From an optimization exercise on the open Yosys and OpenROAD flow, aimed at small area and a short achievable clock period; shortcuts taken in it are not production practice. In this exercise RTL edits were held to simulation tests only and were not proved equivalent to the original.

`config.mk`:
```
export PLATFORM = sky130hd
export DESIGN_NAME = dit_fft_8
export DESIGN_NICKNAME = dit_fft_8
export VERILOG_FILES = /design/flow/design.v
export SDC_FILE = /design/flow/constraint.sdc
export NUM_CORES = 4
export LEC_CHECK = 0
export CAP_MARGIN = 20
export CORE_MARGIN = 2
export CORE_UTILIZATION = 55
export CTS_BUF_LIST = sky130_fd_sc_hd__clkbuf_8
export PLACE_DENSITY = 0.65
export SLEW_MARGIN = 20
```
`constraint.sdc`:
```
create_clock -name core_clock -period 10.0 [get_ports {clk}]
set_input_delay 2.0000 -clock core_clock [delete_from_list [all_inputs] [get_ports {clk}]]
set_output_delay 2.0000 -clock core_clock [all_outputs]
set_load 0.01 [all_outputs]
```
`design.v`:
```
`timescale 1ns/1ps
module dit_fft_8 (
    input [15:0] in0_r, in1_r, in2_r, in3_r, in4_r, in5_r, in6_r, in7_r,
    input [15:0] in0_i, in1_i, in2_i, in3_i, in4_i, in5_i, in6_i, in7_i,
    input clk, RST_N, write, start,
    output [15:0] out0_r, out1_r, out2_r, out3_r, out4_r, out5_r, out6_r, out7_r,
    output [15:0] out0_i, out1_i, out2_i, out3_i, out4_i, out5_i, out6_i, out7_i,
    output ready
);
    reg  [15:0] xa_r [0:3];
    reg  [15:0] xa_i [0:3];
    reg  [14:0] ps_sum [0:3];
    reg  [14:0] ps_dif [0:3];
    reg         ps_sx [0:3];
    reg         ps_ds [0:3];
    reg         ps_eq [0:3];
    reg  [2:0]  w;              
    reg  [15:0] b_r [0:7];
    reg  [15:0] b_i [0:7];
    reg  [15:0] c_r [0:7];      
    reg  [15:0] c_i [0:7];
    reg  [7:0]  kl [0:3];
    reg         kc [0:3];
    reg  [6:0]  kh0 [0:3];
    reg  [6:0]  kh1 [0:3];
    reg  [15:0] d_r [0:7];
    reg  [15:0] d_i [0:7];
    reg  [15:0] o_r [0:7];
    reg  [15:0] o_i [0:7];
    reg  [3:0]  rdy;
    wire [14:0] n_sum [0:3];
    wire [14:0] n_dif [0:3];
    wire        n_sx [0:3];
    wire        n_ds [0:3];
    wire        n_eq [0:3];
    wire [15:0] a_r [0:7];      
    wire [15:0] a_i [0:7];
    wire [15:0] s1_r [0:3];
    wire [15:0] s1_i [0:3];
    wire [15:0] s2_r [0:7];
    wire [15:0] s2_i [0:7];
    wire [7:0]  n_kl [0:3];
    wire        n_kc [0:3];
    wire [6:0]  n_kh0 [0:3];
    wire [6:0]  n_kh1 [0:3];
    wire [14:0] kv [0:3];
    wire [15:0] tw_r [0:7];
    wire [15:0] tw_i [0:7];
    wire [15:0] s3_r [0:7];
    wire [15:0] s3_i [0:7];
    integer k;
    always @(posedge clk) begin
        xa_r[0] <= in0_r; xa_r[1] <= in4_r; xa_r[2] <= in2_r; xa_r[3] <= in6_r;
        xa_i[0] <= in0_i; xa_i[1] <= in4_i; xa_i[2] <= in2_i; xa_i[3] <= in6_i;
        w <= {w[1:0], write & RST_N};
        for (k = 0; k < 4; k = k + 1) begin
            ps_sum[k]  <= n_sum[k];
            ps_dif[k]  <= n_dif[k];
            ps_sx[k]   <= n_sx[k];
            ps_ds[k]   <= n_ds[k];
            ps_eq[k]   <= n_eq[k];
            b_r[k]     <= s1_r[k];
            b_i[k]     <= s1_i[k];
            b_r[k+4]   <= s2_r[k+4];
            b_i[k+4]   <= s2_i[k+4];
            c_r[k]     <= s2_r[k];
            c_i[k]     <= s2_i[k];
            kl[k]      <= n_kl[k];
            kc[k]      <= n_kc[k];
            kh0[k]     <= n_kh0[k];
            kh1[k]     <= n_kh1[k];
        end
        for (k = 4; k < 8; k = k + 1) begin
            c_r[k] <= b_r[k];
            c_i[k] <= b_i[k];
        end
        for (k = 0; k < 8; k = k + 1) begin
            if (w[2]) begin
                d_r[k] <= tw_r[k];
                d_i[k] <= tw_i[k];
            end
            o_r[k] <= s3_r[k];
            o_i[k] <= s3_i[k];
        end
        if (RST_N == 1'b0)
            rdy <= 4'b0000;
        else
            rdy <= {rdy[2:0], start};
    end
    assign ready = rdy[3];
    bfly u10r (xa_r[0], xa_r[1], s1_r[0], s1_r[1]);
    bfly u10i (xa_i[0], xa_i[1], s1_i[0], s1_i[1]);
    bfly u11r (xa_r[2], xa_r[3], s1_r[2], s1_r[3]);
    bfly u11i (xa_i[2], xa_i[3], s1_i[2], s1_i[3]);
    assign a_r[0] = b_r[0]; assign a_r[1] = b_r[1]; assign a_r[2] = b_r[2]; assign a_r[3] = b_r[3];
    assign a_i[0] = b_i[0]; assign a_i[1] = b_i[1]; assign a_i[2] = b_i[2]; assign a_i[3] = b_i[3];
    bfly_ops u12r (in1_r, in5_r, n_sum[0], n_dif[0], n_sx[0], n_ds[0], n_eq[0]);
    bfly_ops u12i (in1_i, in5_i, n_sum[1], n_dif[1], n_sx[1], n_ds[1], n_eq[1]);
    bfly_ops u13r (in3_r, in7_r, n_sum[2], n_dif[2], n_sx[2], n_ds[2], n_eq[2]);
    bfly_ops u13i (in3_i, in7_i, n_sum[3], n_dif[3], n_sx[3], n_ds[3], n_eq[3]);
    bfly_swap v12r (ps_sum[0], ps_dif[0], ps_sx[0], ps_ds[0], ps_eq[0], a_r[4], a_r[5]);
    bfly_swap v12i (ps_sum[1], ps_dif[1], ps_sx[1], ps_ds[1], ps_eq[1], a_i[4], a_i[5]);
    bfly_swap v13r (ps_sum[2], ps_dif[2], ps_sx[2], ps_ds[2], ps_eq[2], a_r[6], a_r[7]);
    bfly_swap v13i (ps_sum[3], ps_dif[3], ps_sx[3], ps_ds[3], ps_eq[3], a_i[6], a_i[7]);
    bfly u20a (a_r[0], a_r[2], s2_r[0], s2_r[2]);
    bfly u20b (a_i[0], a_i[2], s2_i[0], s2_i[2]);
    bfly u20c (a_r[1], a_i[3], s2_r[1], s2_r[3]);
    bfly u20d (a_i[1], a_r[3], s2_i[3], s2_i[1]);
    bfly u21a (a_r[4], a_r[6], s2_r[4], s2_r[6]);
    bfly u21b (a_i[4], a_i[6], s2_i[4], s2_i[6]);
    bfly u21c (a_r[5], a_i[7], s2_r[5], s2_r[7]);
    bfly u21d (a_i[5], a_r[7], s2_i[7], s2_i[5]);
    twk ukfr (b_r[5][14:0], n_kl[0], n_kc[0], n_kh0[0], n_kh1[0]);
    twk ukfi (b_i[5][14:0], n_kl[1], n_kc[1], n_kh0[1], n_kh1[1]);
    twk ukhr (b_r[7][14:0], n_kl[2], n_kc[2], n_kh0[2], n_kh1[2]);
    twk ukhi (b_i[7][14:0], n_kl[3], n_kc[3], n_kh0[3], n_kh1[3]);
    genvar g;
    generate
        for (g = 0; g < 4; g = g + 1) begin : ksel
            assign kv[g] = {kc[g] ? kh1[g] : kh0[g], kl[g]};
        end
    endgenerate
    bfly ucf ({c_i[5][15], kv[1]}, {c_r[5][15], kv[0]}, tw_r[5], tw_i[5]);
    bfly uch ({~c_r[7][15], kv[2]}, {c_i[7][15], kv[3]}, tw_r[7], tw_i[7]);
    generate
        for (g = 0; g < 8; g = g + 1) begin : pass
            if (g != 5 && g != 7) begin : p
                assign tw_r[g] = c_r[g];
                assign tw_i[g] = c_i[g];
            end
        end
    endgenerate
    bfly u30r (d_r[0], d_r[4], s3_r[0], s3_r[4]);
    bfly u30i (d_i[0], d_i[4], s3_i[0], s3_i[4]);
    bfly u31r (d_r[1], d_r[5], s3_r[1], s3_r[5]);
    bfly u31i (d_i[1], d_i[5], s3_i[1], s3_i[5]);
    bfly u32r (d_r[2], d_i[6], s3_r[2], s3_i[6]);
    bfly u32i (d_i[2], d_r[6], s3_r[6], s3_i[2]);
    bfly u33r (d_r[3], d_r[7], s3_r[3], s3_r[7]);
    bfly u33i (d_i[3], d_i[7], s3_i[3], s3_i[7]);
    assign out0_r = o_r[0]; assign out1_r = o_r[1]; assign out2_r = o_r[2]; assign out3_r = o_r[3];
    assign out4_r = o_r[4]; assign out5_r = o_r[5]; assign out6_r = o_r[6]; assign out7_r = o_r[7];
    assign out0_i = o_i[0]; assign out1_i = o_i[1]; assign out2_i = o_i[2]; assign out3_i = o_i[3];
    assign out4_i = o_i[4]; assign out5_i = o_i[5]; assign out6_i = o_i[6]; assign out7_i = o_i[7];
endmodule
module bfly (input [15:0] x, input [15:0] y, output [15:0] p, output [15:0] m);
    wire [14:0] sum, dif;
    wire        sx, ds, eq;
    bfly_ops  uo (x, y, sum, dif, sx, ds, eq);
    bfly_swap us (sum, dif, sx, ds, eq, p, m);
endmodule
module bfly_ops (input [15:0] x, input [15:0] y, output [14:0] sum, output [14:0] dif,
                 output sx, output ds, output eq);
    wire        sy = y[15];
    wire [14:0] mx = x[14:0];
    wire [14:0] my = y[14:0];
    assign sx = x[15];
    wire [14:0] hp = mx ^ my;
    wire [14:0] hg = mx & my;
    wire [14:0] HG, HP;
    prefix15 ups (hg, hp, HG, HP);
    assign sum = hp ^ {HG[13:0], 1'b0};
    wire [14:0] pp = ~(mx ^ my);
    wire [14:0] gg = mx & ~my;
    wire [14:0] G, P;            
    prefix15 upf (gg, pp, G, P);
    wire [14:0] cin0 = {G[13:0], 1'b0};             
    wire [14:0] cin1 = {G[13:0] | P[13:0], 1'b1};   
    wire        gt  = G[14];
    wire        lt  = ~G[14] & ~P[14];
    assign dif = gt ? (pp ^ cin1) : ~(pp ^ cin0);
    assign ds  = (gt & sx) | (lt & ~sx);
    assign eq  = ~(sx ^ sy);
endmodule
module bfly_swap (input [14:0] sum, input [14:0] dif, input sx, input ds, input eq,
                  output [15:0] p, output [15:0] m);
    assign p = eq ? {sx, sum} : {ds, dif};
    assign m = eq ? {ds, dif} : {sx, sum};
endmodule
module prefix15 (input [14:0] g, input [14:0] p, output [14:0] G, output [14:0] P);
    wire [14:0] g1, p1, g2, p2, g3, p3, g4, p4;
    genvar i;
    generate
        for (i = 0; i < 15; i = i + 1) begin : l1
            if (i % 2 == 1) begin : c
                assign g1[i] = g[i] | (p[i] & g[i-1]);
                assign p1[i] = p[i] & p[i-1];
            end else begin : n
                assign g1[i] = g[i];
                assign p1[i] = p[i];
            end
        end
        for (i = 0; i < 15; i = i + 1) begin : l2
            if (i % 4 >= 2) begin : c
                assign g2[i] = g1[i] | (p1[i] & g1[(i/4)*4+1]);
                assign p2[i] = p1[i] & p1[(i/4)*4+1];
            end else begin : n
                assign g2[i] = g1[i];
                assign p2[i] = p1[i];
            end
        end
        for (i = 0; i < 15; i = i + 1) begin : l3
            if (i % 8 >= 4) begin : c
                assign g3[i] = g2[i] | (p2[i] & g2[(i/8)*8+3]);
                assign p3[i] = p2[i] & p2[(i/8)*8+3];
            end else begin : n
                assign g3[i] = g2[i];
                assign p3[i] = p2[i];
            end
        end
        for (i = 0; i < 15; i = i + 1) begin : l4
            if (i >= 8) begin : c
                assign g4[i] = g3[i] | (p3[i] & g3[7]);
                assign p4[i] = p3[i] & p3[7];
            end else begin : n
                assign g4[i] = g3[i];
                assign p4[i] = p3[i];
            end
        end
    endgenerate
    assign G = g4;
    assign P = p4;
endmodule
module twk (input [14:0] m, output [7:0] lo, output co, output [6:0] hi0, output [6:0] hi1);
    wire [14:0] a = m >> 1;
    wire [14:0] b = m >> 3;
    wire [14:0] c = m >> 4;
    wire [14:0] d = m >> 6;
    wire [14:0] e = m >> 8;
    wire [14:0] f = m >> 14;
    wire [14:0] s1 = a ^ b ^ c;
    wire [14:0] c1 = ((a & b) | (a & c) | (b & c)) << 1;
    wire [14:0] s2 = d ^ e ^ f;
    wire [14:0] c2 = ((d & e) | (d & f) | (e & f)) << 1;
    wire [14:0] s3 = s1 ^ c1 ^ s2;
    wire [14:0] c3 = ((s1 & c1) | (s1 & s2) | (c1 & s2)) << 1;
    wire [14:0] s4 = s3 ^ c3 ^ c2;
    wire [14:0] c4 = ((s3 & c3) | (s3 & c2) | (c3 & c2)) << 1;
    wire [8:0]  l  = s4[7:0] + c4[7:0];
    assign lo = l[7:0];
    assign co = l[8];
    wire [6:0] hp = s4[14:8] ^ c4[14:8];
    wire [6:0] hg = s4[14:8] & c4[14:8];
    wire [6:0] G, P;
    prefix7 upf (hg, hp, G, P);
    assign hi0 = hp ^ {G[5:0], 1'b0};
    assign hi1 = hp ^ {G[5:0] | P[5:0], 1'b1};
endmodule
module prefix7 (input [6:0] g, input [6:0] p, output [6:0] G, output [6:0] P);
    wire [6:0] g1, p1, g2, p2;
    genvar i;
    generate
        for (i = 0; i < 7; i = i + 1) begin : l1
            if (i % 2 == 1) begin : c
                assign g1[i] = g[i] | (p[i] & g[i-1]);
                assign p1[i] = p[i] & p[i-1];
            end else begin : n
                assign g1[i] = g[i];
                assign p1[i] = p[i];
            end
        end
        for (i = 0; i < 7; i = i + 1) begin : l2
            if (i % 4 >= 2) begin : c
                assign g2[i] = g1[i] | (p1[i] & g1[(i/4)*4+1]);
                assign p2[i] = p1[i] & p1[(i/4)*4+1];
            end else begin : n
                assign g2[i] = g1[i];
                assign p2[i] = p1[i];
            end
        end
        for (i = 0; i < 7; i = i + 1) begin : l3
            if (i >= 4) begin : c
                assign G[i] = g2[i] | (p2[i] & g2[3]);
                assign P[i] = p2[i] & p2[3];
            end else begin : n
                assign G[i] = g2[i];
                assign P[i] = p2[i];
            end
        end
    endgenerate
endmodule
```
`flow/run.sh`:
```
#!/bin/bash
# Standard layout, with the resizer's setup repair aimed below the clock period
# so that it works on the paths that set the achieved period, and plain
# buffers on the ports.
set -euo pipefail
bash standard.sh SETUP_SLACK_MARGIN=6.1 "BUFFER_PORTS_ARGS=-buffer_cell sky130_fd_sc_hd__buf_2" finish > standard.log 2>&1
```
`standard.sh`:
```
#!/bin/bash
# synth_recipe.tcl (not shown) runs the flow's synth.tcl, then flattens the netlist and writes it again
# the make line also repeats each setting of config.mk as NAME=value (left out here)
make -C /OpenROAD-flow-scripts/flow DESIGN_CONFIG=/design/flow/config.mk WORK_HOME=/design/flow/orfs CLKGATE_MAP_FILE= SYNTH_SCRIPT=/design/flow/synth_recipe.tcl "${@:-finish}"
```
==> results.sh, run 1 <==
export IMPL_ys_flop_type="dfxtp_1"
export IMPL_yosys_warnings=39
export IMPL_regArea_um2=28300
export IMPL_top_layer_used="met5"
export IMPL_placedInstanceArea_um2=86600
export IMPL_cts_tree="yes"
export IMPL_core_area_um2=148000
export IMPL_end_kind="flop"
export IMPL_gp_congestion=0.949
export IMPL_crit_end="c_r[0][14]"
export IMPL_htreeDepth=4
export IMPL_die_w_um=390
export IMPL_wl_met2_mm=99.4
export IMPL_fin_area_um2=91700
export IMPL_setup_viol=0
export IMPL_maxCapViolCount=0
export IMPL_finalSetupTns_ns=0
export IMPL_viasPerCell=5.42
export IMPL_skew_ns=0.0506
export IMPL_track_usage_pct=27.7
export IMPL_r2r_slack_ns=6.25
export IMPL_fin_util_pct=62.1
export IMPL_worstSetupStartpointType="flop"
export IMPL_multi_input_area_um2=49200
export IMPL_ys_seq_area_share_pct=34.5
export IMPL_final_cell_mix="inv_1, dfxtp_1, ha_1"
export IMPL_grt_setup_unrepaired="no"
export IMPL_synth_distinct_cells=90
export IMPL_start_util_pct=55.4
export IMPL_cts_hold_buf=0
export IMPL_clock_sinks=1287
export IMPL_holdCritPathClass="reg -> reg"
export IMPL_mostFrequentLayoutCell="inv_1"
export IMPL_synth_area_um2=81900
export IMPL_status="no timing/DRC/antenna violations"
export IMPL_cts_root_buf="clkbuf_8"
export IMPL_antenna_found_initial=22
export IMPL_slew_viol_final=0
export IMPL_synth_seq_cells=1287
export IMPL_grt_pass1_vias=58900
export IMPL_hold_viol=0
export IMPL_io_buffers=516
export IMPL_dieArea_um2=152000
export IMPL_maxSlewHeadroom_pct=26.1
export IMPL_crit_start="b_r[2][2]"
export IMPL_grt_first_pass_wirelength_mm=328
export IMPL_cts_max_path_buffers=3
export IMPL_num_vias=60500
export IMPL_drt_iter0_drc=3730
export IMPL_tightest_slew_ns=1.10
export IMPL_drive_gt1_share_pct=13.7
export IMPL_crit_arrival_ns=4.54
export IMPL_r2r_end="c_r[0][14]"
export IMPL_crit_required_ns=10.80
export IMPL_cts_inserted_buffers=209
export IMPL_nets=10500
export IMPL_crit_type="reg -> reg"
export IMPL_fillers=12600
export IMPL_syn2layout_area_growth_pct=12.0
export IMPL_cp_max_fo=5
export IMPL_dp_cells=10700
export IMPL_wl_met3_mm=10.8
export IMPL_avgRoutedWirePerCell_um=19.1
export IMPL_grt_max_degree=145
export IMPL_routed_wl_mm=213
export IMPL_synthArstFlopShare_pct=0
export IMPL_r2r_start="b_r[2][2]"
export IMPL_syn_instance_count=8575
export IMPL_clkTransAtPathRegs_ns=0.07
export IMPL_first_pass_iters=6
export IMPL_clock_latency_ns=0.94
export IMPL_std_cell_rows=141
export IMPL_reg2regPathDepth=10
export IMPL_fmax_ghz=0.267
export IMPL_synth_edf_count=248
export IMPL_antenna_left=0
export IMPL_fin_crit_ns=3.75
export IMPL_io_pins=517
export IMPL_final_cells=11100
export IMPL_drc=0
export IMPL_wl_met1_mm=96.5
export IMPL_syn_num_nets=10000
export IMPL_fp_dieH_um=390
export IMPL_syn_mean_instance_area_um2=9.55
export IMPL_fin_crit_sh_pct=37.5
export IMPL_overflow=0
export IMPL_hpwlAfterDp_mm=174
[sequential cells by signal, indices dropped and copies added (netlist names), 32 cells and up]
signal,flops
b_i,123
b_r,123
c_i,95
c_r,95
d_i,123
d_r,125
kl,32
o_i,125
o_r,123
ps_dif,60
ps_sum,56
xa_i,64
xa_r,64
[cells in the mapped netlist (all sizes together) (16+ instances only)]
library cell	n	area, um^2
mux2	106	1190
xnor2	525	4600
a21oi	675	3380
nor2	566	2120
xor2	176	1540
ha	874	10900
and2	24	150
o31ai	43	342
nand4	34	213
nand3b	16	120
a21o	133	998
mux2i	440	4400
o21ai	417	2090
nand3	66	330
buf	80	428
o21bai	102	766
fa	332	6650
a221oi	27	236
o21ba	22	220
a211oi	29	218
a211o	18	158
a31oi	78	524
nor2b	66	413
o41ai	27	282
edfxtp	248	7450
clkbuf	266	1000
a31o	24	210
inv	1012	3800
or2	36	225
o31a	17	149
nand2	452	1700
o21a	38	285
o211ai	26	195
nand2b	88	551
nor3	153	766
and4	20	175
and3	37	231
dfxtp	1039	20800
nor3b	19	143
or3	30	188
[per-layer routing]
| metal | vias to the layer above | GRT usage [%] |
|---|---|---|
| met5 | - | 0 |
| met3 | 305 | 3.99 |
| met2 | 1508 | 46.1 |
| met4 | 14 | 8.53 |
| met1 | 28700 | 37.1 |
| li1 | 29900 | - |
[stage by stage]
stage          setup WS [ns]  hold WS (ns)
2_1_floorplan           5.88         0.310
3_3_place_gp            5.43         0.311
3_5_place_dp            5.37         0.312
4_1_cts                 6.11         0.308
5_1_grt                 6.10         0.309
6_report                6.25         0.309
[final cells by class]
class	instances	share of cell area, %
well taps	1930	2.63
multi-input cells	5929	53.7
diodes	15	0.0409
clock inverters	138	1.45
inverters	1013	4.22
flip-flops and latches	1287	30.8
clock buffers	252	3.78
repair buffers	581	3.42
[cells by family (layout without fill, tap and decap cells)]
logic type / Yosys count / after routing / share of synthesized area (%)
buffers and inverters: 1359 / 1984 / 6.39
adders and majority gates: 1206 / 1206 / 21.5
xor gates and xnor gates: 701 / 701 / 7.50
other: 0 / 15 / 0
and+or+nand+nor: 1633 / 1633 / 9.20
muxes: 546 / 546 / 6.84
DFF: 1287 / 1287 / 34.5
AOI/OAI and AO/OA: 1843 / 1843 / 14.1
[worst min path at each step]
stage                          start  slack [ns]  cells after the start          to
after global routing      b_i[4][14]        0.31                      0  c_i[4][14]
after detailed placement  b_i[6][10]        0.31                      0  c_i[6][10]
after CTS                 b_i[4][10]        0.31                      0  c_i[4][10]
final                     b_i[4][10]        0.31                      0  c_i[4][10]
after global placement          w[1]        0.31                      0        w[2]
after floorplan                 w[1]        0.31                      0        w[2]
[critical path, cell delays in order (launching register included)]
cell	delay, ns
dfxtp_1	0.46
inv_1	0.12
ha_1	0.40
nor2_1	0.07
o311ai_0	0.54
a211oi_1	0.19
o31a_1	0.30
o41ai_1	0.73
o31a_1	0.22
xnor2_1	0.11
mux2i_1	0.48
[timing repair]
item                                   4_1_cts  5_1_grt
pin swaps                                    2        0
endpoints found under the hold margin        0        0
resized for setup                           16       33
setup buffers                                7        1
setup endpoints to repair                  121      133
==> run 2, diff against run 1 <==
==> flow/run.sh (replaced) <==
#!/bin/bash
# Standard layout, with the resizer's setup repair aimed below the clock period
# so that it works on the paths that set the achieved period, and plain
# buffers on the ports.
set -euo pipefail
bash standard.sh SETUP_SLACK_MARGIN=6.2 "BUFFER_PORTS_ARGS=-buffer_cell sky130_fd_sc_hd__buf_2" finish > standard.log 2>&1
--- a/config.mk
+++ b/config.mk
@@ -8,6 +8,7 @@
 export CAP_MARGIN = 20
 export CORE_MARGIN = 2
-export CORE_UTILIZATION = 55
-export CTS_BUF_LIST = sky130_fd_sc_hd__clkbuf_8
-export PLACE_DENSITY = 0.65
+export CORE_UTILIZATION = 60
+export CTS_CLUSTER_DIAMETER = 90
+export CTS_CLUSTER_SIZE = 24
+export PLACE_DENSITY = 0.7
 export SLEW_MARGIN = 20
==> results.sh, run 2 <==
export IMPL_synth_largest_area_cell="dfxtp_1"
export IMPL_fin_hold_ws_ns=0.325
export IMPL_syn2layout_area_growth_pct=9.25
export IMPL_synth_area_um2=81900
export IMPL_slew_viol_final=0
export IMPL_final_cell_mix="dfxtp_1, inv_1, ha_1"
export IMPL_drive_gt1_share_pct=12.2
export IMPL_syn_mean_instance_area_um2=9.55
export IMPL_avgRoutedWirePerCell_um=19.8
export IMPL_std_cell_rows=135
export IMPL_first_pass_iters=6
export IMPL_fin_crit_sh_pct=37.1
export IMPL_cts_inserted_buffers=68
export IMPL_min_from="b_r[4][8]"
export IMPL_status="no timing/DRC/antenna violations"
export IMPL_crit_required_ns=10.59
export IMPL_tightest_slew_ns=1.04
export IMPL_fin_util_pct=66.0
export IMPL_fp_dieH_um=373
export IMPL_clock_sinks=1287
export IMPL_maxSlewHeadroom_pct=29.0
export IMPL_end_kind="flop"
export IMPL_core_area_um2=135000
export IMPL_gp_congestion=0.962
export IMPL_holdCritPathClass="reg -> reg"
export IMPL_dp_cells=10600
export IMPL_crit_type="in -> reg"
export IMPL_die_w_um=373
export IMPL_synth_top_area_share_pct=25.4
export IMPL_dieArea_um2=139000
export IMPL_synth_edf_count=248
export IMPL_cts_max_path_buffers=3
export IMPL_track_usage_pct=29.7
export IMPL_syn_instance_count=8575
export IMPL_r2r_start="ps_eq[1]"
export IMPL_drt_iter0_drc=4246
export IMPL_grt_max_degree=144
export IMPL_clock_latency_ns=0.72
export IMPL_ys_seq_area_share_pct=34.5
export IMPL_maxCapViolCount=0
export IMPL_io_buffers=516
export IMPL_yosysMostFrequentCell="dfxtp_1"
export IMPL_worstSetupStartpointType="input pin"
export IMPL_fin_crit_ns=3.71
export IMPL_cp_max_fo=7
export IMPL_antenna_found_initial=23
export IMPL_antenna_left=0
export IMPL_htreeDepth=3
export IMPL_mostFrequentLayoutCell="dfxtp_1"
export IMPL_overflow=0
export IMPL_grt_first_pass_wirelength_mm=325
export IMPL_synth_seq_cells=1287
export IMPL_io_pins=517
export IMPL_cts_tree="yes"
export IMPL_cts_root_buf="clkbuf_16"
export IMPL_num_vias=60200
export IMPL_top_regs="d_r (125), o_i (125)"
export IMPL_fmax_ghz=0.269
export IMPL_hpwlAfterDp_mm=174
export IMPL_pre_cts_ws_ns=5.35
export IMPL_ys_flop_type="dfxtp_1"
export IMPL_skew_ns=0.0368
export IMPL_grt_setup_unrepaired="no"
export IMPL_timing_final_ws_setup_ns=6.29
export IMPL_final_cells=10700
export IMPL_viasPerCell=5.60
export IMPL_crit_arrival_ns=4.30
export IMPL_clkTransAtPathRegs_ns=0.10
export IMPL_nets=10400
export IMPL_fillers=11100
export IMPL_crit_start="in5_r[4]"
export IMPL_routed_wl_mm=213
export IMPL_synthArstFlopShare_pct=0
export IMPL_placedInstanceArea_um2=86400
export IMPL_drc=0
export IMPL_fin_area_um2=89500
export IMPL_grt_pass1_vias=57700
export IMPL_netlist_top_cells_count="dfxtp_1, inv_1, ha_1"
export IMPL_yosys_warnings=39
export IMPL_syn_num_nets=10000
export IMPL_start_util_pct=60.5
export IMPL_hold_viol=0
export IMPL_setup_viol=0
export IMPL_synthTopCellsByArea="dfxtp_1, ha_1, edfxtp_1"
export IMPL_finalSetupTns_ns=0
export IMPL_synth_distinct_cells=90
## run 2: cell count changes in the layout (fill, tap and decap cells not counted), sizes merged
cell      previous run  this run
o21a                38        41
buf                581       601
bufinv              20         1
clkbuf             252        96
inv               1077      1019
diode               15         5
clkinvlp            13         1
clkinv              41        15
## run 2: worst paths after layout
check	to	slack, ns	cells after the start
max	ps_dif[0][13]	6.29	11
min reg2reg	c_r[4][8]	0.33	0
max reg2reg	b_i[4][6]	6.33	13
min	c_r[4][8]	0.33	0
## run 2: timing repair
item	in CTS	in global routing
gates resized for setup	26	87
hold buffers	0	0
buffers inserted	8	17
gates cloned	0	7
setup endpoints to repair	163	212
pin swaps	2	18
## run 2: layout make-up
cell class | count | area, um^2 | share of cell area (%)
inverter | 1013 | 3870 | 4.33
multi-input combinational | 5932 | 49500 | 55.3
clock inverter | 23 | 337 | 0.376
sequential | 1287 | 28300 | 31.6
timing repair buffer | 602 | 3380 | 3.77
antenna | 5 | 12.5 | 0.0140
clock buffer | 95 | 1840 | 2.06
tap | 1781 | 2230 | 2.49
## run 2: critical path: stages
cell      delay [ns]
buf_2           0.11
inv_1           0.07
ha_1            0.39
and4_1          0.22
a21bo_4         0.20
a31oi_4         0.11
o41ai_4         0.48
nand2_1         0.22
a211oi_2        0.30
a21oi_2         0.06
xor2_1          0.14
## run 2: kinds of logic (layout without fill, tap and decap cells)
kind of cell / count (synthesis) / in the layout / share of synthesized area (%)
adders and majority gates: 1206 / 1206 / 21.5
muxes: 546 / 546 / 6.84
AOI/OAI and AO/OA: 1843 / 1846 / 14.1
and+or+nand+nor: 1633 / 1633 / 9.20
DFF: 1287 / 1287 / 34.5
other: 0 / 5 / 0
xor gates and xnor gates: 701 / 701 / 7.50
buffers and inverters: 1359 / 1733 / 6.39
## run 2: metal layers
metal / up-vias / share of wire, % / GRT usage, %
met2: 1490 / 48 / 50.3
met5: - / 0.024 / 0
met1: 28900 / 45 / 40.1
li1: 29500 / - / -
met4: 8 / 3.3 / 9.30
met3: 251 / 4.6 / 2.71
==> run 3, diff against run 2 <==
==> flow/run.sh (replaced) <==
#!/bin/bash
# Standard layout, with the resizer's setup repair aimed below the clock period
# so that it works on the paths that set the achieved period, and plain
# buffers on the ports.
set -euo pipefail
bash standard.sh SETUP_SLACK_MARGIN=6.4 "BUFFER_PORTS_ARGS=-buffer_cell sky130_fd_sc_hd__buf_2" finish > standard.log 2>&1
==> results.sh, run 3 <==
export IMPL_status="no timing/DRC/antenna violations"
export IMPL_core_area_um2=135000
export IMPL_clock_latency_ns=0.71
export IMPL_num_vias=60500
export IMPL_start_util_pct=60.5
export IMPL_multi_input_area_um2=50300
export IMPL_drc=0
export IMPL_grt_pass1_vias=58300
export IMPL_fin_area_um2=90800
export IMPL_viasPerCell=5.59
export IMPL_grtUsageMet3_pct=2.74
export IMPL_synthArstFlopShare_pct=0
export IMPL_gp_congestion=0.924
export IMPL_yosys_warnings=39
export IMPL_cpPeakStageDelay_ns=0.57
export IMPL_synth_distinct_cells=90
export IMPL_std_cell_rows=135
export IMPL_synth_area_um2=81900
export IMPL_routed_wl_mm=212
export IMPL_fin_crit_ns=3.73
export IMPL_synth_largest_area_cell="dfxtp_1"
export IMPL_cp_max_fo=6
export IMPL_htreeDepth=3
export IMPL_io_pins=517
export IMPL_syn_instance_count=8575
export IMPL_die_w_um=373
export IMPL_synth_seq_cells=1287
export IMPL_regArea_um2=28300
export IMPL_nets=10400
export IMPL_tightest_slew_ns=1.04
export IMPL_placedInstanceArea_um2=86500
export IMPL_top_regs="d_r (125), o_i (125)"
export IMPL_path_buf_inv=3
export IMPL_crit_required_ns=10.60
export IMPL_cts_hold_buf=0
export IMPL_cp_cell_sequence="buf_8 > inv_4 > ha_4 > inv_2 > fa_2 > nand3b_1 > a21o_1 > a31oi_4 > o41ai_4 > o21a_4 > mux2i_2 > xnor2_1"
export IMPL_finalSetupTns_ns=0
export IMPL_fp_dieH_um=373
export IMPL_cts_tree="yes"
export IMPL_clkTransAtPathRegs_ns=0.10
export IMPL_antenna_found_initial=23
export IMPL_busiest_layer="met2"
export IMPL_hold_viol=0
export IMPL_dieArea_um2=139000
export IMPL_grt_first_pass_wirelength_mm=325
export IMPL_drive_gt1_share_pct=14.1
export IMPL_yosysMostFrequentCell="dfxtp_1"
export IMPL_critPathTopFamily="compound AO/OA/AOI/OAI gates"
export IMPL_crit_arrival_ns=4.32
export IMPL_worstSetupStartpointType="input pin"
export IMPL_crit_path_top_delay_cell="o41ai_4"
export IMPL_maxCapViolCount=0
export IMPL_synth_top_area_share_pct=25.4
export IMPL_end_kind="flop"
export IMPL_cts_inserted_buffers=67
export IMPL_netlist_top_cells_count="dfxtp_1, inv_1, ha_1"
export IMPL_grt_met2_usage_pct=50.0
export IMPL_slew_viol_final=0
export IMPL_syn_num_nets=10000
export IMPL_crit_type="in -> reg"
export IMPL_fillers=11000
export IMPL_synthTopCellsByArea="dfxtp_1, ha_1, edfxtp_1"
export IMPL_final_cell_mix="dfxtp_1, inv_1, ha_1"
export IMPL_first_pass_iters=6
export IMPL_overflow=0
export IMPL_grt_max_degree=151
export IMPL_fmax_ghz=0.268
export IMPL_cts_max_path_buffers=3
export IMPL_syn2layout_area_growth_pct=10.8
export IMPL_mostFrequentLayoutCell="dfxtp_1"
export IMPL_met1_usage_pct=40.1
export IMPL_drt_iter0_drc=4038
export IMPL_ys_flop_type="dfxtp_1"
export IMPL_fin_util_pct=67.0
export IMPL_r2r_slack_ns=6.47
export IMPL_antenna_left=0
export IMPL_setup_viol=0
export IMPL_track_usage_pct=29.6
export IMPL_io_buffers=516
export IMPL_avgRoutedWirePerCell_um=19.6
export IMPL_cts_root_buf="clkbuf_16"
export IMPL_clock_sinks=1287
export IMPL_syn_mean_instance_area_um2=9.55
export IMPL_hpwlAfterDp_mm=172
export IMPL_holdCritPathClass="reg -> reg"
export IMPL_maxSlewHeadroom_pct=28.8
export IMPL_fin_crit_sh_pct=37.3
export IMPL_grt_setup_unrepaired="yes"
export IMPL_synth_edf_count=248
export IMPL_skew_ns=0.0408
export IMPL_ys_seq_area_share_pct=34.5
run 3: cell counts after synthesis:
No cell type changed its count.
run 3: worst paths after layout:
check,startpoint,endpoint,depth (start not counted)
hold / removal,b_r[4][12],c_r[4][12],0
setup reg to reg,ps_eq[0],b_r[7][9],14
hold reg to reg,b_r[4][12],c_r[4][12],0
setup / recovery,in7_i[0],ps_dif[3][12],12
run 3: through the flow:
step / instances / hold slack (ns) / setup WS [ns]
after floorplan: 8575 / 0.309 / 5.88
after CTS: 10700 / 0.326 / 6.35
after global placement: 10600 / 0.311 / 5.20
final: 10800 / 0.321 / 6.27
after detailed placement: 10600 / 0.312 / 5.10
after global routing: 10800 / 0.330 / 6.22
run 3: final cells by class:
type / count / area share (%)
multi-input cells: 5935 / 55.4
flip-flops and latches: 1287 / 31.2
repair buffers: 664 / 4.40
inverters: 1013 / 4.27
well taps: 1781 / 2.45
clock buffers: 96 / 2.02
clock inverters: 19 / 0.243
diodes: 12 / 0.0331
run 3: kinds of logic after synthesis:
kind of cell    Yosys count  synth area share, %
flops                  1287                 34.5
mux                     546                 6.84
xor+xnor                701                 7.50
fa+ha+maj              1206                 21.5
buf+inv                1359                 6.39
simple gates           1633                 9.20
compound gates         1843                 14.1
run 3: timing repair:
item | CTS | global route
buffers inserted | 28 | 60
gates resized for setup | 108 | 203
endpoints found under the setup margin | 277 | 298
endpoints found under the hold margin | 0 | 0
gates cloned | 6 | 5
pin swaps | 25 | 56
run 3: routing by layer:
layer	share of wire, %	vias to the layer above
met5	0.017	-
met4	3.2	6
met3	4.9	269
met2	47	1519
met1	44	29000
li1	-	29600
==> run 4, diff against run 3 <==
==> flow/run.sh (replaced) <==
#!/bin/bash
# Standard layout, with the resizer's setup repair aimed below the clock period
# so that it works on the paths that set the achieved period, plain buffers on
# the ports, and a clock tree without dummy loads.
set -euo pipefail
bash standard.sh SETUP_SLACK_MARGIN=6.2 "BUFFER_PORTS_ARGS=-buffer_cell sky130_fd_sc_hd__buf_1" \
  "CTS_ARGS=-sink_clustering_enable -repair_clock_nets -sink_clustering_size 24 -sink_clustering_max_diameter 90 -dont_use_dummy_load" \
  finish > standard.log 2>&1
==> results.sh, run 4 <==
export IMPL_min_from="b_r[4][10]"
export IMPL_synth_area_um2=81900
export IMPL_placedInstanceArea_um2=85800
export IMPL_synth_seq_cells=1287
export IMPL_cts_root_buf="clkbuf_16"
export IMPL_ys_flop_type="dfxtp_1"
export IMPL_end_kind="flop"
export IMPL_synthArstFlopShare_pct=0
export IMPL_yosys_warnings=39
export IMPL_core_area_um2=135000
export IMPL_drive_gt1_share_pct=6.66
export IMPL_cts_tree="yes"
export IMPL_synth_top_area_share_pct=25.4
export IMPL_setup_viol=0
export IMPL_fp_dieH_um=373
export IMPL_syn_num_nets=10000
export IMPL_grt_pass1_vias=58000
export IMPL_top_regs="d_r (125), o_i (125)"
export IMPL_cp_cell_sequence="buf_12 > inv_12 > ha_4 > inv_2 > fa_2 > nand3b_1 > a21bo_4 > a31oi_4 > o41ai_4 > buf_4 > o21a_4 > a211oi_2 > a21oi_2 > xor2_1"
export IMPL_crit_type="in -> reg"
export IMPL_synth_edf_count=248
export IMPL_fin_hold_ws_ns=0.294
export IMPL_holdCritPathClass="reg -> reg"
export IMPL_overflow=0
export IMPL_std_cell_rows=135
export IMPL_cts_max_path_buffers=3
export IMPL_clkTransAtPathRegs_ns=0.10
export IMPL_maxSlewHeadroom_pct=25.3
export IMPL_netlist_top_cells_count="dfxtp_1, inv_1, ha_1"
export IMPL_crit_required_ns=10.55
export IMPL_avgRoutedWirePerCell_um=19.7
export IMPL_worstSetupStartpointType="input pin"
export IMPL_ys_seq_area_share_pct=34.5
export IMPL_final_cell_mix="dfxtp_1, inv_1, ha_1"
export IMPL_grt_first_pass_wirelength_mm=323
export IMPL_crit_arrival_ns=4.35
export IMPL_io_buffers=516
export IMPL_synthTopCellsByArea="dfxtp_1, ha_1, edfxtp_1"
export IMPL_gp_congestion=0.955
export IMPL_htreeDepth=3
export IMPL_status="no timing/DRC/antenna violations"
export IMPL_fillers=11200
export IMPL_dp_cells=10600
export IMPL_synth_largest_area_cell="dfxtp_1"
export IMPL_nets=10400
export IMPL_grt_setup_unrepaired="yes"
export IMPL_dieArea_um2=139000
export IMPL_antenna_left=0
export IMPL_drc=0
export IMPL_fin_area_um2=88600
export IMPL_fmax_ghz=0.263
export IMPL_syn2layout_area_growth_pct=8.24
export IMPL_hpwlAfterDp_mm=172
export IMPL_crit_path_top_delay_cell="fa_2"
export IMPL_die_w_um=373
export IMPL_viasPerCell=5.60
export IMPL_first_pass_iters=6
export IMPL_finalSetupTns_ns=0
export IMPL_slew_viol_final=0
export IMPL_track_usage_pct=29.4
export IMPL_syn_instance_count=8575
export IMPL_antenna_found_initial=20
export IMPL_start_util_pct=60.5
export IMPL_clock_sinks=1287
export IMPL_cts_inserted_buffers=69
export IMPL_crit_start="in5_r[0]"
export IMPL_syn_mean_instance_area_um2=9.55
export IMPL_yosysMostFrequentCell="dfxtp_1"
export IMPL_synth_distinct_cells=90
export IMPL_hold_viol=0
export IMPL_mostFrequentLayoutCell="dfxtp_1"
export IMPL_cp_max_fo=8
export IMPL_io_pins=517
export IMPL_cpPeakStageDelay_ns=0.36
export IMPL_final_cells=10700
export IMPL_fin_crit_ns=3.81
export IMPL_routed_wl_mm=211
export IMPL_cts_hold_buf=0
export IMPL_maxCapViolCount=0
export IMPL_fin_crit_sh_pct=38.1
export IMPL_num_vias=60000
export IMPL_tightest_slew_ns=1.11
export IMPL_skew_ns=0.0833
export IMPL_r2r_start="b_r[1][0]"
export IMPL_grt_max_degree=86
export IMPL_drt_iter0_drc=4111
export IMPL_clock_latency_ns=0.71
[run 4: cell count changes in the layout (fill, tap and decap cells not counted), moves of 19 or more]
cell | before | now
dfxtp_1 | 1001 | 1022
buf_4 | 127 | 88
clkbuf_1 | 25 | 0
buf_1 | 0 | 500
ha_1 | 837 | 856
buf_2 | 507 | 3
[run 4: area by class of cell]
cell class	instances	area, um^2	share of cell area [%]
multi-input cells	5931	49600	56.0
repair buffers	618	2880	3.25
flip-flops and latches	1287	28300	31.9
well taps	1781	2230	2.51
clock buffers	69	1730	1.95
diodes	9	22.5	0.0254
inverters	1013	3870	4.37
[run 4: per-stage QoR]
step                setup slack [ns]  utilization [%]
floorplan                       5.88                -
global placement                4.94             63.3
detailed placement              4.90             63.3
CTS                             6.21             64.9
global route                    6.11             65.4
finish                          6.19             65.4
[run 4: what timing repair did]
| action | CTS | global route |
|---|---|---|
| gates resized for setup | 44 | 129 |
| hold endpoints to repair | 0 | 0 |
| pin swaps | 10 | 28 |
| gates cloned | 2 | 1 |
| setup endpoints to repair | 217 | 180 |
| buffers inserted | 15 | 28 |
[run 4: worst max-delay path: cells and delay by family]
| kind | cells | cell delay [ns] |
|---|---|---|
| xor+xnor | 1 | 0.15 |
| compound gates | 6 | 1.14 |
| buf+inv | 4 | 0.35 |
| simple gates | 1 | 0.24 |
| fa+ha+maj | 2 | 0.47 |
[run 4: logic make-up (layout without fill, tap and decap cells)]
logic type                 count (synthesis)  in the layout  synth area share (%)
AOI/OAI and AO/OA                       1843           1845                  14.1
xor gates and xnor gates                 701            701                  7.50
adders and majority gates               1206           1206                  21.5
buffers and inverters                   1359           1700                  6.39
DFF                                     1287           1287                  34.5
muxes                                    546            546                  6.84
other                                      0              9                     0
and+or+nand+nor                         1633           1633                  9.20
[run 4: final timing paths]
check                   to  slack (ns)  depth (start not counted)
min reg2reg     c_r[4][10]        0.29                          0
max          ps_dif[0][13]        6.19                         14
min             c_r[4][10]        0.29                          0
max reg2reg      c_r[0][4]        6.26                         10
[run 4: layer usage]
| layer | part of all wire, % | up-vias | track usage, % |
|---|---|---|---|
| met5 | 0.013 | - | 0 |
| met4 | 2.9 | 4 | 8.44 |
| met3 | 5.0 | 245 | 2.65 |
| met2 | 47 | 1514 | 50.1 |
| met1 | 45 | 28700 | 40.0 |
| li1 | - | 29500 | - |
==> run 5, diff against run 4 <==
--- a/config.mk
+++ b/config.mk
@@ -8,7 +8,7 @@
 export CAP_MARGIN = 20
 export CORE_MARGIN = 2
-export CORE_UTILIZATION = 60
+export CORE_UTILIZATION = 68
 export CTS_CLUSTER_DIAMETER = 90
 export CTS_CLUSTER_SIZE = 24
-export PLACE_DENSITY = 0.7
+export PLACE_DENSITY = 0.78
 export SLEW_MARGIN = 20
==> results.sh, run 5 <==
export IMPL_start_util_pct=68.4
export IMPL_setup_viol=0
export IMPL_synth_xor_area_share_pct=7.50
export IMPL_cts_max_path_buffers=3
export IMPL_crit_type="in -> reg"
export IMPL_top_regs="d_r (125), o_i (125)"
export IMPL_overflow=0
export IMPL_clkTransAtPathRegs_ns=0.10
export IMPL_cpPeakStageDelay_ns=0.35
export IMPL_synth_area_mux_share_pct=6.84
export IMPL_clock_latency_ns=0.69
export IMPL_end_kind="flop"
export IMPL_crit_required_ns=10.55
export IMPL_syn_num_nets=10000
export IMPL_fin_area_um2=88200
export IMPL_grt_first_pass_wirelength_mm=316
export IMPL_clock_sinks=1287
export IMPL_syn_mean_instance_area_um2=9.55
export IMPL_cts_inserted_buffers=66
export IMPL_holdCritPathClass="reg -> reg"
export IMPL_antenna_found_initial=21
export IMPL_first_pass_iters=6
export IMPL_crit_arrival_ns=4.31
export IMPL_routed_wl_mm=206
export IMPL_final_cell_mix="dfxtp_1, inv_1, ha_1"
export IMPL_fin_crit_ns=3.76
export IMPL_synth_edf_count=248
export IMPL_fillers=8936
export IMPL_slew_viol_final=0
export IMPL_wl_met2_mm=96.2
export IMPL_cp_max_fo=6
export IMPL_crit_path_top_delay_cell="fa_2"
export IMPL_synth_seq_cells=1287
export IMPL_placedInstanceArea_um2=85600
export IMPL_wl_met3_mm=12.5
export IMPL_synthAdderAreaFrac_pct=21.5
export IMPL_skew_ns=0.0780
export IMPL_die_w_um=351
export IMPL_tightest_slew_ns=1.08
export IMPL_track_usage_pct=32.7
export IMPL_synth_compound_area_share_pct=14.1
export IMPL_std_cell_rows=127
export IMPL_path_common_cell="inv_2"
export IMPL_maxCapViolCount=0
export IMPL_io_buffers=516
export IMPL_htreeDepth=3
export IMPL_grt_max_degree=151
export IMPL_fmax_ghz=0.266
export IMPL_synthTopCellsByArea="dfxtp_1, ha_1, edfxtp_1"
export IMPL_status="no timing/DRC/antenna violations"
export IMPL_viasPerCell=5.79
export IMPL_maxSlewHeadroom_pct=27.2
export IMPL_hpwlAfterDp_mm=167
export IMPL_synth_distinct_cells=90
export IMPL_synth_largest_area_cell="dfxtp_1"
export IMPL_cts_hold_buf=0
export IMPL_synth_top_family_by_area="adder cells"
export IMPL_top_layer_used="met5"
export IMPL_netlist_top_cells_count="dfxtp_1, inv_1, ha_1"
export IMPL_yosys_warnings=39
export IMPL_fin_hold_ws_ns=0.312
export IMPL_synth_top_area_share_pct=25.4
export IMPL_cts_root_buf="clkbuf_16"
export IMPL_gp_congestion=0.978
export IMPL_core_area_um2=120000
export IMPL_dieArea_um2=123000
export IMPL_drc=0
export IMPL_grt_pass1_vias=58600
export IMPL_avgRoutedWirePerCell_um=19.6
export IMPL_hold_viol=0
export IMPL_fp_dieH_um=351
export IMPL_fin_crit_sh_pct=37.6
export IMPL_wl_met1_mm=88.3
export IMPL_antenna_left=0
export IMPL_mostFrequentLayoutCell="dfxtp_1"
export IMPL_yosysMostFrequentCell="dfxtp_1"
export IMPL_drive_gt1_share_pct=6.55
export IMPL_syn2layout_area_growth_pct=7.70
export IMPL_grt_setup_unrepaired="yes"
export IMPL_synthArstFlopShare_pct=0
export IMPL_cp_cell_sequence="clkbuf_2 > inv_2 > ha_4 > inv_2 > fa_2 > nand3b_1 > a21o_1 > a31oi_4 > o41ai_4 > buf_6 > o21a_2 > buf_4 > mux2_4"
export IMPL_cts_tree="yes"
export IMPL_synth_simple_gate_area_share_pct=9.20
export IMPL_ys_seq_area_share_pct=34.5
export IMPL_worstSetupStartpointType="input pin"
export IMPL_ys_flop_type="dfxtp_1"
export IMPL_synth_area_um2=81900
export IMPL_syn_instance_count=8575
export IMPL_finalSetupTns_ns=0
export IMPL_drt_iter0_drc=4413
export IMPL_nets=10400
export IMPL_io_pins=517
export IMPL_num_vias=60900
run 5: routing by layer:
layer	vias up	track usage (%)
met2	1788	54.5
met3	323	3.52
met5	-	0
met1	29300	43.6
li1	29500	-
met4	8	13.1
run 5: area by class of cell:
type | instances | area [um^2] | share of cell area (%)
multi-input combinational | 5933 | 49700 | 56.3
sequential | 1287 | 28300 | 32.1
inverter | 1013 | 3870 | 4.39
timing repair buffer | 604 | 2730 | 3.09
tap | 1612 | 2020 | 2.29
clock buffer | 66 | 1650 | 1.87
antenna | 3 | 7.51 | 0.00851
run 5: cell families after synthesis:
group / count (synthesis)
AO/OA/AOI/OAI: 1843
flip-flops: 1287
AND/OR/NAND/NOR: 1633
multiplexers: 546
XOR/XNOR: 701
buffers and inverters: 1359
adder cells (fa/ha/maj): 1206
run 5: metrics by stage:
stage,worst slack [ns],instances,utilization (%)
global placement,5.31,10400,71.5
floorplan,5.88,8575,-
finish,6.24,10500,73.7
global route,6.12,10500,73.7
detailed placement,5.18,10400,71.5
CTS,6.20,10500,73.1
run 5: path summary, 6_finish.rpt:
check               end  slack (ns)  cells after the start      start
max            ps_ds[3]        6.24                     13   in7_i[0]
max reg2reg  b_i[6][14]        6.28                     12   ps_eq[1]
min reg2reg   c_i[4][7]        0.31                      0  b_i[4][7]
min           c_i[4][7]        0.31                      0  b_i[4][7]
run 5: what timing repair did:
item / CTS / global route
endpoints found under the setup margin: 183 / 252
buffers inserted: 10 / 21
resized for setup: 32 / 136
pin swaps: 11 / 28
gates cloned: 2 / 4
run 5: worst max-delay path, delay by kind of cell:
kind,cells,cell delay (ns)
AOI/OAI and AO/OA,4,0.83
adders and majority gates,2,0.47
buffers and inverters,5,0.53
muxes,1,0.28
and+or+nand+nor,1,0.20
==> run 6, diff against run 5 <==
--- a/config.mk
+++ b/config.mk
@@ -8,7 +8,7 @@
 export CAP_MARGIN = 20
 export CORE_MARGIN = 2
-export CORE_UTILIZATION = 68
+export CORE_UTILIZATION = 74
 export CTS_CLUSTER_DIAMETER = 90
 export CTS_CLUSTER_SIZE = 24
-export PLACE_DENSITY = 0.78
+export PLACE_DENSITY = 0.84
 export SLEW_MARGIN = 20
==> results.sh, run 6 <==
export IMPL_netlist_top_cells_count="dfxtp_1, inv_1, ha_1"
export IMPL_nets=10400
export IMPL_skew_ns=0.0776
export IMPL_path_common_cell="a21oi_2"
export IMPL_syn_mean_instance_area_um2=9.55
export IMPL_gp_congestion=0.985
export IMPL_cp_max_fo=7
export IMPL_synth_edf_count=248
export IMPL_top_regs="d_r (125), o_i (125)"
export IMPL_synth_area_um2=81900
export IMPL_cts_hold_buf=0
export IMPL_yosys_warnings=39
export IMPL_synthArstFlopShare_pct=0
export IMPL_drive_gt1_share_pct=7.03
export IMPL_hold_viol=0
export IMPL_final_cell_mix="dfxtp_1, inv_1, ha_1"
export IMPL_slew_viol_final=0
export IMPL_routed_wl_mm=217
export IMPL_die_w_um=337
export IMPL_htreeDepth=3
export IMPL_synth_simple_gate_area_share_pct=9.20
export IMPL_holdCritPathClass="reg -> reg"
export IMPL_hpwlAfterDp_mm=173
export IMPL_ys_seq_area_share_pct=34.5
export IMPL_cts_tree="yes"
export IMPL_fp_dieH_um=337
export IMPL_track_usage_pct=37.2
export IMPL_overflow=0
export IMPL_mostFrequentLayoutCell="dfxtp_1"
export IMPL_finalSetupTns_ns=0
export IMPL_crit_path_top_delay_cell="a2111oi_1"
export IMPL_cts_inserted_buffers=67
export IMPL_clkTransAtPathRegs_ns=0.09
export IMPL_clock_latency_ns=0.70
export IMPL_fin_hold_ws_ns=0.267
export IMPL_yosysMostFrequentCell="dfxtp_1"
export IMPL_dp_cells=10300
export IMPL_first_pass_iters=6
export IMPL_num_vias=62900
export IMPL_grt_setup_unrepaired="yes"
export IMPL_core_area_um2=110000
export IMPL_crit_required_ns=10.58
export IMPL_synthAdderAreaFrac_pct=21.5
export IMPL_grt_first_pass_wirelength_mm=331
export IMPL_maxCapViolCount=0
export IMPL_synth_compound_area_share_pct=14.1
export IMPL_crit_type="in -> reg"
export IMPL_synth_top_area_share_pct=25.4
export IMPL_fin_crit_ns=3.88
export IMPL_drc=0
export IMPL_std_cell_rows=122
export IMPL_start_util_pct=74.3
export IMPL_status="no timing/DRC/antenna violations"
export IMPL_avgRoutedWirePerCell_um=20.9
export IMPL_drt_iter0_drc=5339
export IMPL_path_buf_inv=4
export IMPL_critPathTopFamily="compound AO/OA/AOI/OAI gates"
export IMPL_setup_viol=0
export IMPL_syn2layout_area_growth_pct=7.89
export IMPL_synthTopCellsByArea="dfxtp_1, ha_1, edfxtp_1"
export IMPL_synth_distinct_cells=90
export IMPL_ys_flop_type="dfxtp_1"
export IMPL_crit_arrival_ns=4.46
export IMPL_r2r_slack_ns=6.18
export IMPL_io_buffers=516
export IMPL_syn_num_nets=10000
export IMPL_dieArea_um2=113000
export IMPL_fin_area_um2=88400
export IMPL_grt_pass1_vias=61400
export IMPL_synth_area_mux_share_pct=6.84
export IMPL_cts_max_path_buffers=3
export IMPL_viasPerCell=6.04
export IMPL_synth_top_family_by_area="adder cells"
export IMPL_synth_largest_area_cell="dfxtp_1"
export IMPL_io_pins=517
export IMPL_antenna_left=0
export IMPL_fmax_ghz=0.258
export IMPL_tightest_slew_ns=1.03
export IMPL_syn_instance_count=8575
export IMPL_end_kind="flop"
export IMPL_synth_seq_cells=1287
export IMPL_final_cells=10400
export IMPL_fin_crit_sh_pct=38.8
export IMPL_cp_cell_sequence="clkbuf_4 > inv_12 > ha_4 > a21oi_2 > a21oi_2 > o41a_1 > o41ai_4 > buf_4 > inv_1 > a2111oi_1 > a21o_1"
export IMPL_cts_root_buf="clkbuf_16"
export IMPL_antenna_found_initial=15
export IMPL_maxSlewHeadroom_pct=29.1
export IMPL_clock_sinks=1287
export IMPL_worstSetupStartpointType="input pin"
export IMPL_cpPeakStageDelay_ns=0.49
export IMPL_placedInstanceArea_um2=85400
export IMPL_synth_xor_area_share_pct=7.50
export IMPL_grt_max_degree=159
-- run 6: cell counts after synthesis --
No cell type changed its count.
-- run 6: layer usage --
metal / GRT usage (%) / up-vias / routed length [um]
li1: - / 29500 / -
met1: 46.7 / 30300 / 86100
met2: 62.5 / 2505 / 103000
met3: 4.73 / 556 / 15300
met4: 20.2 / 4 / 13300
met5: 0 / - / 28
-- run 6: final cells by class --
type / count / area [um^2]
diodes: 8 / 20.0
well taps: 1488 / 1860
flip-flops and latches: 1287 / 28300
inverters: 1013 / 3870
multi-input cells: 5933 / 49800
clock buffers: 67 / 1680
fillers: 7034 / 21900
repair buffers: 607 / 2860
-- run 6: what timing repair did --
item                                    CTS  global route
hold endpoints to repair                  0             0
gates cloned                              2             3
resized for setup                        53           167
setup buffers                            11            26
pin swaps                                11            36
endpoints found under the setup margin  189           246
-- run 6: logic make-up (layout without fill, tap and decap cells) --
group                    Yosys count  in the layout
AND/OR/NAND/NOR                 1633           1633
flip-flops                      1287           1287
XOR/XNOR                         701            701
multiplexers                     546            546
buffers and inverters           1359           1687
adder cells (fa/ha/maj)         1206           1206
AO/OA/AOI/OAI                   1843           1847
other                              0              8
-- run 6: metrics by stage --
step | setup WS [ns] | util [%]
after floorplan | 5.88 | -
after global placement | 5.32 | 77.5
after detailed placement | 5.16 | 77.5
after CTS | 6.20 | 79.3
after global routing | 6.05 | 80.2
final | 6.12 | 80.2
-- run 6: worst paths after layout --
kind,from,endpoint,depth (start not counted)
max,in5_i[3],ps_dif[1][14],11
min,b_i[6][12],c_i[6][12],0
max reg2reg,d_i[4][0],o_i[0][13],12
min reg2reg,b_i[6][12],c_i[6][12],0
==> run 7, diff against run 6 <==
--- a/flow/run.sh
+++ b/flow/run.sh
@@ -4,5 +4,5 @@
 # the ports, and a clock tree without dummy loads.
 set -euo pipefail
-bash standard.sh SETUP_SLACK_MARGIN=6.2 "BUFFER_PORTS_ARGS=-buffer_cell sky130_fd_sc_hd__buf_1" \
+bash standard.sh SETUP_SLACK_MARGIN=6.0 "BUFFER_PORTS_ARGS=-buffer_cell sky130_fd_sc_hd__buf_1" \
   "CTS_ARGS=-sink_clustering_enable -repair_clock_nets -sink_clustering_size 24 -sink_clustering_max_diameter 90 -dont_use_dummy_load" \
   finish > standard.log 2>&1
--- a/config.mk
+++ b/config.mk
@@ -8,7 +8,7 @@
 export CAP_MARGIN = 20
 export CORE_MARGIN = 2
-export CORE_UTILIZATION = 74
+export CORE_UTILIZATION = 68
 export CTS_CLUSTER_DIAMETER = 90
 export CTS_CLUSTER_SIZE = 24
-export PLACE_DENSITY = 0.84
+export PLACE_DENSITY = 0.78
 export SLEW_MARGIN = 20
==> results.sh, run 7 <==
export IMPL_status="no timing/DRC/antenna violations"
export IMPL_maxCapViolCount=0
export IMPL_overflow=0
export IMPL_crit_path_top_delay_cell="xor2_1"
export IMPL_multi_input_area_um2=49200
export IMPL_ys_seq_area_share_pct=34.5
export IMPL_syn_mean_instance_area_um2=9.55
export IMPL_synth_seq_cells=1287
export IMPL_clkTransAtPathRegs_ns=0.09
export IMPL_worstSetupStartpointType="flop"
export IMPL_pre_cts_ws_ns=5.16
export IMPL_regArea_um2=28300
export IMPL_placedInstanceArea_um2=85400
export IMPL_crit_type="reg -> reg"
export IMPL_die_w_um=351
export IMPL_antenna_found_initial=15
export IMPL_io_buffers=516
export IMPL_mostFrequentLayoutCell="dfxtp_1"
export IMPL_fin_area_um2=87600
export IMPL_maxSlewHeadroom_pct=23.2
export IMPL_cts_max_path_buffers=3
export IMPL_syn2layout_area_growth_pct=6.97
export IMPL_yosys_warnings=39
export IMPL_cpPeakStageDelay_ns=0.74
export IMPL_drive_gt1_share_pct=5.25
export IMPL_cts_inserted_buffers=69
export IMPL_drt_iter0_drc=4294
export IMPL_io_pins=517
export IMPL_synth_distinct_cells=90
export IMPL_core_area_um2=120000
export IMPL_tightest_slew_ns=1.12
export IMPL_clock_sinks=1287
export IMPL_grt_setup_unrepaired="yes"
export IMPL_fin_crit_ns=3.94
export IMPL_antenna_left=0
export IMPL_track_usage_pct=32.3
export IMPL_cts_hold_buf=0
export IMPL_skew_ns=0.0710
export IMPL_routed_wl_mm=202
export IMPL_r2r_start="b_r[1][0]"
export IMPL_synth_largest_area_cell="dfxtp_1"
export IMPL_grt_max_degree=153
export IMPL_gp_congestion=0.973
export IMPL_fin_crit_sh_pct=39.4
export IMPL_start_util_pct=68.4
export IMPL_timing_final_ws_setup_ns=6.06
export IMPL_fp_dieH_um=351
export IMPL_crit_required_ns=10.50
export IMPL_netlist_top_cells_count="dfxtp_1, inv_1, ha_1"
export IMPL_clock_latency_ns=0.69
export IMPL_syn_num_nets=10000
export IMPL_viasPerCell=5.77
export IMPL_syn_instance_count=8575
export IMPL_nets=10400
export IMPL_slew_viol_final=0
export IMPL_ys_flop_type="dfxtp_1"
export IMPL_first_pass_iters=7
export IMPL_avgRoutedWirePerCell_um=19.3
export IMPL_synth_top_area_share_pct=25.4
export IMPL_synth_edf_count=248
export IMPL_yosysMostFrequentCell="dfxtp_1"
export IMPL_num_vias=60600
export IMPL_cp_cell_sequence="ha_1 > inv_1 > fa_1 > nor2_1 > o311ai_0 > a211oi_1 > o31a_1 > o41ai_1 > nand2_1 > o21ai_0 > xor2_1"
export IMPL_std_cell_rows=127
export IMPL_holdCritPathClass="reg -> reg"
export IMPL_top_regs="d_r (125), o_i (125)"
export IMPL_synthTopCellsByArea="dfxtp_1, ha_1, edfxtp_1"
export IMPL_fmax_ghz=0.254
export IMPL_synthArstFlopShare_pct=0
export IMPL_setup_viol=0
export IMPL_crit_start="b_r[1][0]"
export IMPL_hold_viol=0
export IMPL_synth_area_um2=81900
export IMPL_cts_root_buf="clkbuf_16"
export IMPL_finalSetupTns_ns=0
export IMPL_fillers=8920
export IMPL_cts_tree="yes"
export IMPL_final_cell_mix="dfxtp_1, inv_1, ha_1"
export IMPL_min_from="b_i[6][14]"
export IMPL_hpwlAfterDp_mm=165
export IMPL_grt_pass1_vias=58100
export IMPL_crit_arrival_ns=4.44
export IMPL_htreeDepth=3
export IMPL_grt_first_pass_wirelength_mm=313
export IMPL_drc=0
export IMPL_dieArea_um2=123000
export IMPL_cp_max_fo=5
export IMPL_end_kind="flop"
==> run 7: through the flow <==
step                hold slack [ns]  utilization, %  instances
floorplan                     0.310               -       8575
global placement              0.311            71.4      10400
detailed placement            0.312            71.4      10400
CTS                           0.329            72.9      10500
global route                  0.331            73.2      10500
finish                        0.326            73.2      10500
==> run 7: layer usage <==
| layer | global-route usage (%) | part of all wire [%] |
|---|---|---|
| met3 | 3.66 | 5.6 |
| met1 | 42.9 | 43 |
| met4 | 12.3 | 4.2 |
| met2 | 54.2 | 47 |
| met5 | 0 | 0.018 |
==> run 7: kinds of logic after synthesis <==
group	count (synthesis)	synth area share [%]
DFF	1287	34.5
and+or+nand+nor	1633	9.20
xor gates and xnor gates	701	7.50
AOI/OAI and AO/OA	1843	14.1
buffers and inverters	1359	6.39
adders and majority gates	1206	21.5
muxes	546	6.84
==> run 7: area by class of cell <==
| cell class | count | share of cell area (%) |
|---|---|---|
| inverters | 1013 | 4.41 |
| multi-input cells | 5931 | 56.2 |
| clock buffers | 69 | 1.97 |
| repair buffers | 584 | 2.88 |
| well taps | 1612 | 2.30 |
| flip-flops and latches | 1287 | 32.3 |
| diodes | 5 | 0.0143 |
==> run 7: critical path, delay by kind of cell (launching register included) <==
kind,cells,cell delay (ns)
AO/OA/AOI/OAI,5,1.98
XOR/XNOR,1,0.74
adder cells (fa/ha/maj),2,0.43
buffers and inverters,1,0.07
flip-flops,1,0.41
AND/OR/NAND/NOR,2,0.17
==> run 7: what timing repair did <==
action | 4_1_cts | 5_1_grt
setup buffers | 2 | 10
gates resized for setup | 12 | 38
cloned | 0 | 3
pin swaps | 1 | 10
endpoints found under the setup margin | 95 | 184
==> run 7: path summary, 6_finish.rpt <==
path | endpoint | slack, ns | cells past startpoint
worst min-delay path | c_i[6][14] | 0.33 | 0
worst max-delay path | c_r[0][12] | 6.06 | 11
worst min register to register | c_i[6][14] | 0.33 | 0
worst max register to register | c_r[0][12] | 6.06 | 11

[port drivers added, routing unchanged]
No port has a modelled driver above. Below, the same layouts with a new extraction and two added sets of constraints. Step 1 assumes that a clkbuf_16 drives the clock port and a buf_2 every other input. Step 2 also shifts input and output timing later by t, the mid clock arrival at the registers, as if the neighbouring blocks saw the same clock. a / b / c = no drivers / after step 1 / after step 2; a / b = the first two.
run | t, ns | setup WS [ns] | hold WS [ns] | worst setup path at the end | worst data-port slew with drivers (ns)
run 1 | 1.010 | 6.253 / 6.208 / 5.349 | 0.309 / 0.309 / 0.309 | input to register | 0.08
run 2 | 0.779 | 6.287 / 6.326 / 5.547 | 0.325 / 0.325 / 0.325 | input to register | 0.09
run 3 | 0.774 | 6.273 / 6.258 / 5.484 | 0.321 / 0.321 / 0.321 | input to register | 0.10
run 4 | 0.756 | 6.192 / 6.228 / 5.472 | 0.294 / 0.294 / 0.294 | input to register | 0.09
run 5 | 0.740 | 6.241 / 6.284 / 5.547 | 0.312 / 0.312 / 0.312 | input to register | 0.08
run 6 | 0.730 | 6.124 / 6.163 / 5.433 | 0.267 / 0.267 / 0.267 | input to register | 0.10
run 7 | 0.736 | 6.060 / 6.060 / 5.381 | 0.326 / 0.326 / 0.326 | input to register | 0.10
After both steps setup and hold are still met in every run listed. For run 1, which loses most, drivers alone change the setup slack by -0.045 ns; drivers and shift together by -0.904 ns.
